From an optimization exercise on the open Yosys and OpenROAD flow, aimed at small area; shortcuts taken in it are not production practice. Only simulation tests tie the RTL to the original design; equivalence was not proved. Power is estimated from default activity; no workload was simulated.

==> flow/design.v <==
module kernel(
    input  logic            CLK,
    input  logic            RESETn,
    input  logic            shift,
    input  logic     [7:0]  wa,wb,wc, wd,we,wf, wg,wh,wi, in_a, in_b, in_c,
    output logic     [15:0] out_val        
    );
    logic [7:0] d_0,q_0, d_1,q_1, d_2,q_2, d_3,q_3, d_4,q_4, d_5,q_5;
    logic [17:0] n0,n1,n2;
    logic [18:0] n3;
    logic [19:0] n4;
    always_ff @(posedge CLK, negedge RESETn)
    begin
        if(~RESETn)
            begin
            q_0  <= 8'b0;
            q_1  <= 8'b0;
            q_2  <= 8'b0;
            q_3  <= 8'b0;
            q_4  <= 8'b0;
            q_5  <= 8'b0;
            end
        else
            begin
            q_0  <= d_0;
            q_1  <= d_1;
            q_2  <= d_2;
            q_3  <= d_3;
            q_4  <= d_4;
            q_5  <= d_5;
            end
    end
    always_comb begin
       d_0 = q_0;
       d_1 = q_1;
       d_2 = q_2;
       d_3 = q_3;
       d_4 = q_4;
       d_5 = q_5;
       if (shift == 1'b1)
       begin
           d_0 = in_a;
           d_1 = q_0;
           d_2 = in_b;
           d_3 = q_2;
           d_4 = in_c;
           d_5 = q_4;
       end
    end
    always_comb begin
       n0 = wc*in_a + wb*q_0 + wa*q_1;
       n1 = wf*in_b + we*q_2 + wd*q_3;
       n2 = wi*in_c + wh*q_4 + wg*q_5;
    end
    assign n3 = n0 +n1;
    assign n4 = n3 +n2;
    assign out_val = n4[19:4];
endmodule
module control_signals(
    input  logic            CLK,
    input  logic            RESETn,
    input  logic            W,
    input  logic            EN,
    input  logic            SEL,
    input  logic     [2:0]  rel_addr,
    input  logic            pwdt0,
    input  logic     [4:0]  counter,
    output  logic           shift,
    output  logic           shift_out,
    output  logic           wr_n,
    output  logic           display,
    output  logic           clc,
    output  logic           final_shift,
    output  logic           addr_increment
    );
    logic wensel,shift_sig,shift_out_sig;
    logic d_0,q_0, d_1,q_1, d_2,q_2, d_3,q_3, d_4,q_4;
    assign wensel = W & EN & SEL;
    always_ff @(posedge CLK, negedge RESETn)
    begin
        if(~RESETn)
            begin
            q_0  <= 1'b0;
            q_1  <= 1'b0;
            q_2  <= 1'b0;
            q_3  <= 1'b0;
            q_4  <= 1'b0;
            end
        else
            begin
            q_0  <= d_0;
            q_1  <= d_1;
            q_2  <= d_2;
            q_3  <= d_3;
            q_4  <= d_4;
            end
    end
    always_comb begin
       display = 1'b0;
       clc = 1'b0;
       if (wensel && (rel_addr == 3'b100))
       begin
           if(pwdt0)begin
            display = 1'b1;
            end
        else begin
            clc = 1'b1;
            end
       end
    end
    always_comb begin
       d_3 = rel_addr[2];
       d_4 = q_3;
       d_0 = shift_sig;
       d_1 = q_0;
       d_2 = shift_out_sig;
       final_shift = q_4;
       shift = shift_sig;
       shift_out = shift_out_sig;
       wr_n = ~q_2;
    end
    always_comb begin
       shift_sig = 1'b0;
       if (wensel && (rel_addr == 3'b011)) begin
          shift_sig = 1'b1;
       end
    end
    always_comb begin
       shift_out_sig = 1'b0;
       if (q_1 && ((counter >= 5'b00011)&&(counter <= 5'b11100))) begin
          shift_out_sig = 1'b1;
       end
    end
    always_comb begin
       addr_increment = 1'b0;
       if ((!W) && EN && SEL && (rel_addr[2])) begin
          addr_increment = 1'b1;
       end
    end
endmodule
module control_unit(
    input  logic            CLK,
    input  logic            RESETn,
    input  logic            wr_n,
    input  logic            display,
    input  logic            clc,
    input  logic            shift,
    input  logic            shift_out,
    input  logic            addr_increment,
    output logic            WRITEn,
    output logic      [4:0] counter,
    output logic     [10:0] ADDR
    );
    enum {RESET,CALC,DISPLAY} next_state,curr_state;
    logic [10:0] next_address,curr_address;
    logic [4:0] next_counter,curr_counter;
    always_ff @(posedge CLK, negedge RESETn)
    begin
        if(~RESETn)
            begin
            curr_state   <= RESET;
            curr_address <= 11'b0;
            curr_counter <= 5'b0;
            end
        else
            begin
            curr_state   <= next_state;
            curr_address <= next_address;
            curr_counter <= next_counter;
            end
    end
    always_comb begin
       WRITEn = 1'b1;
       next_address = curr_address;
       next_counter = curr_counter;
       next_state =curr_state;
       case (curr_state)          
           RESET:begin
                 WRITEn = 1'b0;
                 next_address = curr_address + 1;
               if (curr_address == 338)begin
                        next_state = CALC;
                        next_address = 11'b0;
                    end
                 end      
           CALC:begin
                   WRITEn = wr_n;
                      if(~wr_n)begin
                         next_address = curr_address + 1;
                      end
                      else if(shift)begin
                         next_counter = curr_counter + 1;
                         if(curr_counter == 5'b11100)begin
                         next_counter = 5'b00001;
                         end
                      end 
                      else if(display)begin
                         next_address = 11'b0;
                         next_state = DISPLAY;
                         next_counter = 5'b0;
                      end
                   end       
           DISPLAY:begin
                      WRITEn = 1'b1;
                      if(addr_increment)begin
                         next_address = curr_address + 1;
                      end
                      else if(clc)begin
                         next_address = 11'b0;
                         next_state = CALC;
                      end
                   end     
       endcase
    end
    assign counter = curr_counter;
    assign ADDR    = curr_address;
endmodule
module result_register(
    input  logic            CLK,
    input  logic            RESETn,
    input  logic            shift_out,
    input  logic     [15:0] res_a,res_b,
    output logic     [31:0] to_sram   
    );
    logic [31:0] d_res,q_res;
    always_ff @(posedge CLK, negedge RESETn)
    begin
        if(~RESETn)
            begin
            q_res <= 32'b0;
            end
        else
            begin
            q_res <= d_res;
            end
    end
    always_comb begin
       d_res <= q_res;
       if (shift_out == 1'b1)
       begin
          d_res <= {res_a ,res_b};
       end
    end
    assign to_sram = q_res;
endmodule
module main_module_c(
    input  logic            CLK,
    input  logic            RESETn,
    input  logic     [7:0]  wa,wb,wc, wd,we,wf, wg,wh,wi, in1, in2, in3, in4,
    input  logic            W,
    input  logic            EN,
    input  logic            SEL,
    input  logic     [2:0]  rel_addr,
    input  logic            pwdt0,
    output logic            final_shift,
    output logic     [31:0] two_results,
    output logic            mem_wen_n,
    output logic     [10:0] mem_addr,
    output logic     [31:0] mem_wdata,
    input  logic     [31:0] mem_rdata
    );
    logic shift,WRITEn,shift_out,wr_n,display,clc,addr_increment;
    logic  [4:0] counter;
    logic [15:0] outa,outb;
    logic [10:0] address;
    logic [31:0] WDATA;
    kernel
    first
    (
    .CLK      (CLK   ),
    .RESETn   (RESETn),
    .shift    (shift ),
    .wa       (wa    ),
    .wb       (wb    ),
    .wc       (wc    ),
    .wd       (wd    ),
    .we       (we    ),
    .wf       (wf    ),
    .wg       (wg    ),
    .wh       (wh    ),
    .wi       (wi    ),
    .in_a     (in1   ),
    .in_b     (in2   ),
    .in_c     (in3   ),
    .out_val  (outa  )
    );
    kernel
    second
    (
    .CLK      (CLK   ),
    .RESETn   (RESETn),
    .shift    (shift ),
    .wa       (wa    ),
    .wb       (wb    ),
    .wc       (wc    ),
    .wd       (wd    ),
    .we       (we    ),
    .wf       (wf    ),
    .wg       (wg    ),
    .wh       (wh    ),
    .wi       (wi    ),
    .in_a     (in2   ),
    .in_b     (in3   ),
    .in_c     (in4   ),
    .out_val  (outb  )
    );
    result_register
    before_sram
    (
    .CLK      (CLK   ),
    .RESETn   (RESETn),
    .shift_out(shift_out ),
    .res_a    (outa  ),
    .res_b    (outb  ),
    .to_sram  (WDATA )
    );
    assign mem_wen_n   = WRITEn;
    assign mem_addr    = address;
    assign mem_wdata   = WDATA;
    assign two_results = mem_rdata;
    control_signals
    gen_signals
    (
    .CLK      (CLK   ),
    .RESETn   (RESETn),
    .W        (W      ),
    .EN       (EN     ),
    .SEL      (SEL    ),
    .rel_addr (rel_addr),
    .pwdt0    (pwdt0  ),
    .counter  (counter),
    .shift    (shift  ),
    .shift_out(shift_out),
    .wr_n     (wr_n   ),
    .display  (display),
    .clc  (clc),
    .final_shift (final_shift),
    .addr_increment (addr_increment)
    );
    control_unit
    fsm
    (
    .CLK      (CLK   ),
    .RESETn   (RESETn),
    .wr_n     (wr_n   ),
    .display  (display),
    .clc  (clc),
    .shift    (shift  ),
    .shift_out(shift_out),
    .addr_increment (addr_increment),
    .WRITEn   (WRITEn ),
    .ADDR     (address),
    .counter   (counter)
    );
endmodule
module apb_convolver(
    input  logic                      HCLK,
    input  logic                      HRESETn,
    input  logic               [11:0] PADDR,
    input  logic               [31:0] PWDATA,
    input  logic                      PWRITE,
    input  logic                      PSEL,
    input  logic                      PENABLE,
    output logic               [31:0] PRDATA,
    output logic                      PREADY,
    output logic                      PSLVERR,
    output logic               [3:0]  irq_o,
    output logic                      mem_wen_n,
    output logic               [10:0] mem_addr,
    output logic               [31:0] mem_wdata,
    input  logic               [31:0] mem_rdata
    );
    logic final_shift;
    logic [2:0]   rel_addr;
    assign rel_addr = PADDR[4:2];
    assign PREADY  = 1'b1;
    assign PSLVERR = 1'b0;
    assign irq_o   = 4'b0;
    logic [31:0] dw1, qw1, dw2, qw2, dw3, qw3, d_inp, q_inp, d_out, q_out, two_results;
        always_ff @(posedge HCLK, negedge HRESETn)
    begin
        if(~HRESETn)
            begin
            qw1    <= 32'b0;
            qw2    <= 32'b0;
            qw3    <= 32'b0;
            q_inp  <= 32'b0;
            q_out  <= 32'b0;
            end
        else
            begin
            qw1    <= dw1  ;
            qw2    <= dw2  ;
            qw3    <= dw3  ;
            q_inp  <= d_inp;
            q_out  <= d_out;
            end
    end
    always_comb 
    begin
       PRDATA = 32'b0;
       if (PSEL && PENABLE && !PWRITE)
        begin
            case (rel_addr)
                3'b000:
                    PRDATA = qw1;
                3'b001:
                    PRDATA = qw2;
                3'b010:
                    PRDATA = qw3;
                3'b011:
                    PRDATA = q_inp;
                3'b101:
                    PRDATA = q_out;
            endcase
        end
    end
    always_comb 
    begin
           dw1 = qw1;
           dw2 = qw2;
           dw3 = qw3;
           d_inp = q_inp;
       if (PSEL && PENABLE && PWRITE)
        begin
            case (rel_addr)
                3'b000:
                    dw1 = PWDATA;
                3'b001:
                    dw2 = PWDATA;
                3'b010:
                    dw3 = PWDATA;
                3'b011:
                    d_inp = PWDATA;
            endcase
        end
    end
    always_comb 
    begin
       d_out = q_out;
           if(final_shift)begin
              d_out =  two_results;
           end
    end
    main_module_c
    convolver
    (
    .CLK      (HCLK   ),
    .RESETn   (HRESETn),
    .wa       (qw1[23:16]),
    .wb       (qw1[15:8] ),
    .wc       (qw1[7:0]  ),
    .wd       (qw2[23:16]),
    .we       (qw2[15:8] ),
    .wf       (qw2[7:0]  ),
    .wg       (qw3[23:16]),
    .wh       (qw3[15:8] ),
    .wi       (qw3[7:0]  ),
    .in1      (q_inp[31:24]),
    .in2      (q_inp[23:16]),
    .in3      (q_inp[15:8]),
    .in4      (q_inp[7:0]),
    .W        (PWRITE   ),
    .EN       (PENABLE  ),
    .SEL      (PSEL     ),
    .rel_addr (rel_addr ),
    .pwdt0    (PWDATA[0]),
    .final_shift (final_shift),
    .two_results(two_results),
    .mem_wen_n   (mem_wen_n),
    .mem_addr    (mem_addr ),
    .mem_wdata   (mem_wdata),
    .mem_rdata   (mem_rdata)
    );
endmodule
==> flow/run.sh <==
#!/bin/bash
# synth_recipe.tcl (not shown) runs the flow's synth.tcl, then flattens the netlist and writes it again
# the make line also repeats each setting of config.mk as NAME=value (left out here)
make -C /OpenROAD-flow-scripts/flow DESIGN_CONFIG=/design/flow/config.mk WORK_HOME=/design/flow/orfs CLKGATE_MAP_FILE= SYNTH_SCRIPT=/design/flow/synth_recipe.tcl finish
==> flow/config.mk <==
export PLATFORM = sky130hd
export DESIGN_NAME = apb_convolver
export DESIGN_NICKNAME = apb_convolver
export VERILOG_FILES = /design/flow/design.v
export SDC_FILE = /design/flow/constraint.sdc
export NUM_CORES = 4
export LEC_CHECK = 0
export CAP_MARGIN = 20
export CORE_MARGIN = 2
export CORE_UTILIZATION = 40
export SLEW_MARGIN = 20
==> flow/constraint.sdc <==
create_clock -name core_clock -period 10.0 [get_ports {HCLK}]
set_input_delay 2.0000 -clock core_clock [delete_from_list [all_inputs] [get_ports {HCLK}]]
set_output_delay 2.0000 -clock core_clock [all_outputs]
set_load 0.01 [all_outputs]
==> key figures <==
Outcome
  • Status: no timing/DRC/antenna violations

Setup path
  • CP endpoint kind: flip-flop
  • Top delay family on crit path: adder cells
  • Critical-path cell list: nand2_1, fa_1, fa_1, fa_1, inv_1, fa_1, inv_1, fa_1, inv_1, fa_1, fa_1, fa_1, fa_1, inv_1, fa_1, inv_1, ha_1, o21a_1, o21ai_0, a31o_2, o21ai_0, o221ai_1, xnor2_1, o21ai_0
  • Buf/Inv on CP: 5
  • Minimum setup slack among reg-to-reg paths: 1.26 ns
  • Setup CP Type: flip-flop to flip-flop
  • CP peak stage delay: 1.00 ns
  • Arrival @ worst endpoint: 9.23 ns
  • Required @ worst endpoint: 10.49 ns
  • Crit path max fanout: 15
  • Critical path's slowest cell: dfrtp_1
  • CP most frequent cell: fa_1
  • Crit start category: flip-flop

STA
  • Min Tclk post-route: 8.74 ns
  • Slew @ Worst Pin: 1.18 ns
  • Post-Route Setup TNS: 0 ns
  • Hold_ws: 0.347 ns
  • Final Hold Viols: 0
  • RSZ-0062 raised after global routing: false
  • Setup-failing EPs final: 0
  • Final period util: 87.4%
  • Relative slew slack: 21.5%
  • Pins over their slew limit: 0
  • Worst Clk Skew: 0.0617 ns
  • Max Freq: 114 MHz

Detailed routing
  • Antenna viol nets, final: 0
  • Number of remaining DRC errors: 0
  • Routed WL: 158000 µm
  • Via-per-instance ratio: 5.01
  • Drt pass-1 iters: 6
  • First-iteration detailed-routing DRC count: 2493
  • Via count: 36.5k
  • WL/cell: 21.7 µm

Placement
  • Placed Area: 56800 µm²
  • RD Place Congestion: 0.918
  • Port Buf Inserts: 147
  • Detailed-placement wirelength estimate: 130000 µm
  • Inst Count DP: 7205

Clock tree
  • Worst-path clk slew: 0.06 ns
  • Post-CTS setup buffer count: 0
  • CTS tree: built
  • CTS Buffer Depth: 3
  • Clock H-tree levels: 2
  • Clock sink count: 279
  • Cell at the root of the clock tree: clkbuf_16
  • # hold bufs at CTS: 0
  • Post-CTS sizing: 0
  • Clock Latency Late Sink: 0.65 ns
  • Total CTS buffers: 39

GRT
  • First-pass GRT wire length: 245000 µm
  • Remaining Overflow, GRT: 0
  • Largest net degree at the start of global routing: 154
  • Initial antenna violation count: 8
  • Vias in the first global route: 39.9k
  • Gr usage total: 24.1%

Die
  • Chip Width: 368 µm
  • Initial core utilization: 40.4%
  • Total die area: 136000 µm²
  • FP Rows: 133
  • Core ar.: 132000 µm²
  • IO Pins: 163
  • DIE HEIGHT: 368 µm

Logic synthesis
  • Distinct cell type count after synthesis: 63
  • Mapped Avg Cell Area: 9.81 µm²
  • Top cells by area, synth: fa_1 41%, dfrtp_1 13%, ha_1 12%, inv_1 10%, and2_1 8.4%
  • Synth Cell Area: 53100 µm²
  • Synth Instances: 5415
  • Sequential element share of the synthesized area: 13.1%
  • Main flop type after synthesis: dfrtp_1
  • Synth cell count leaders: 1447 x inv_1, 1084 x fa_1, 715 x and2_1
  • Ys async rst share: 100%
  • Register bit count reported by yosys: 279
  • Most frequent cell after synthesis: inv_1
  • EDFF count, synth: 0
  • Synth top area share: 40.8%
  • Synthesis Warnings: 5
  • Post-synth top area cell: fa_1

Final layout
  • Fin cells: 7278
  • Area grow syn2layout: 9.59%
  • Fillcell total: 12.7k
  • Final instance area: 58200 µm²
  • Share of layout cells above drive strength 1: 7.59%
  • Total Nets Final: 7174

Worst hold path
  • Worst Hold Class: flip-flop to flip-flop

Pwr
  • PwrDens: 330 nW/µm²
  • Maximum vdd drop: 0.000974 V
  • Leakage: 29.9 nW

Job
  • Number of max-cap violations: 0
-- report_power, final --
| group | internal, mW | switching, mW | leakage [nW] |
|---|---|---|---|
| Combinational | 6.48 | 9.34 | 25.6 |
| Clock | 0.940 | 0.650 | 0.693 |
| Sequential | 1.27 | 0.509 | 3.65 |
| Total | 8.69 | 10.5 | 29.9 |
-- path summary, 6_finish.rpt --
check,from,endpoint,depth (start not counted)
worst min register to register,convolver.gen_signals.q_3,convolver.gen_signals.q_4,0
max in group asynchronous,HRESETn,convolver.before_sram.q_res[3],3
min in group asynchronous,HRESETn,qw3[12],1
worst max-delay path,q_inp[11],convolver.before_sram.q_res[15],24
worst max register to register,q_inp[11],convolver.before_sram.q_res[15],24
worst min-delay path,convolver.gen_signals.q_3,convolver.gen_signals.q_4,0
-- cells in the final DEF, fill, tap and decap left out, types with 4 or more instances in the layout --
| master | Yosys | routed |
|---|---|---|
| o21a_1 | 4 | 4 |
| mux2i_1 | 36 | 36 |
| a21o_1 | 10 | 10 |
| and2_1 | 715 | 715 |
| nand3_1 | 11 | 11 |
| inv_1 | 1447 | 1447 |
| dfrtp_1 | 279 | 279 |
| nor3_1 | 7 | 4 |
| bufinv_16 | 0 | 6 |
| clkdlybuf4s50_1 | 0 | 144 |
| ha_1 | 518 | 518 |
| xnor2_1 | 15 | 15 |
| fa_1 | 1084 | 1084 |
| o21bai_1 | 6 | 6 |
| and3_1 | 8 | 8 |
| nand4_1 | 5 | 5 |
| buf_4 | 6 | 110 |
| clkinv_2 | 0 | 7 |
| mux2_2 | 225 | 225 |
| nor2b_1 | 9 | 6 |
| conb_1 | 2 | 6 |
| nand2_1 | 526 | 526 |
| clkbuf_16 | 0 | 39 |
| clkbuf_8 | 0 | 8 |
| a222oi_1 | 31 | 31 |
| nor4_1 | 6 | 6 |
| o21ai_0 | 85 | 85 |
| a21oi_1 | 26 | 26 |
| o211ai_1 | 4 | 4 |
| xor2_1 | 19 | 19 |
| o31ai_1 | 5 | 5 |
| nand2b_1 | 11 | 11 |
| nor2_1 | 51 | 51 |
-- area by class of cell --
| cell class | count | area, µm² | area share [%] |
|---|---|---|---|
| clock inverter | 22 | 333 | 0.572 |
| multi-input combinational | 3466 | 39900 | 68.5 |
| tap | 1755 | 2200 | 3.77 |
| antenna | 2 | 5.00 | 0.00860 |
| inverter | 1447 | 5430 | 9.33 |
| clock buffer | 49 | 1090 | 1.88 |
| sequential | 279 | 6980 | 12.0 |
| timing repair buffer | 258 | 2310 | 3.97 |
-- state kept, by name, summed over array words and instances, names as in the netlist, 2 cells and up --
register / flops
convolver.fsm.curr_counter: 5
convolver.first.q_1: 8
convolver.first.q_4: 8
convolver.second.q_5: 8
convolver.first.q_3: 8
qw1: 32
qw3: 32
convolver.second.q_3: 8
convolver.fsm.curr_state: 2
q_inp: 32
convolver.second.q_4: 8
convolver.first.q_0: 8
convolver.fsm.curr_address: 11
convolver.before_sram.q_res: 32
q_out: 32
qw2: 32
convolver.first.q_2: 8
-- metrics by stage --
step	setup slack, ns	total power [mW]	util, %
2_1_floorplan	1.92	12.5	-
3_3_place_gp	1.27	17.7	43.1
3_5_place_dp	1.24	17.9	43.1
4_1_cts	1.23	19.6	44.2
5_1_grt	0.902	21.4	44.2
6_report	1.26	19.2	44.2
-- per-layer routing --
| layer | part of all wire, % | up-vias | GRT usage [%] |
|---|---|---|---|
| li1 | - | 16004 | - |
| met1 | 41 | 19144 | 31.3 |
| met2 | 48 | 1089 | 40.3 |
| met3 | 5.4 | 260 | 3.02 |
| met4 | 5.4 | 0 | 11.0 |
| met5 | 0 | - | 0 |
-- cell families (layout without fill, tap and decap cells) --
logic type / count (synthesis) / in the layout / synth area share (%)
other: 2 / 8 / 0.0141
flip-flops: 279 / 279 / 13.1
XOR/XNOR: 34 / 34 / 0.560
AO/OA/AOI/OAI: 198 / 198 / 2.48
adder cells (fa/ha/maj): 1602 / 1602 / 53.0
buffers and inverters: 1674 / 1776 / 11.9
AND/OR/NAND/NOR: 1363 / 1363 / 13.3
multiplexers: 263 / 263 / 5.51

what the ideal ports hide:
In the flow no input, the clock included, has a driving cell. The finished layout below was timed again as built, in two steps.
Step 1 assumes that a clkbuf_16 drives the clock port and a buf_2 every other input.
Step 2 moves the port delays by t, midway between the first and last clock arrival at a register: inputs arrive t later, outputs are due t later. That takes back most of the time a late clock gives input paths.
Three values: no drivers, after step 1, after step 2; two values: the first two.
t (ns): 0.691
setup WS [ns]: 1.257 / 1.257 / 1.257
slew at the worst register clock pin (ns): 0.07 / 0.07
After both steps this run still meets setup and hold. For this run, drivers alone change the setup slack by 0.000 ns; drivers and shift together by 0.000 ns.
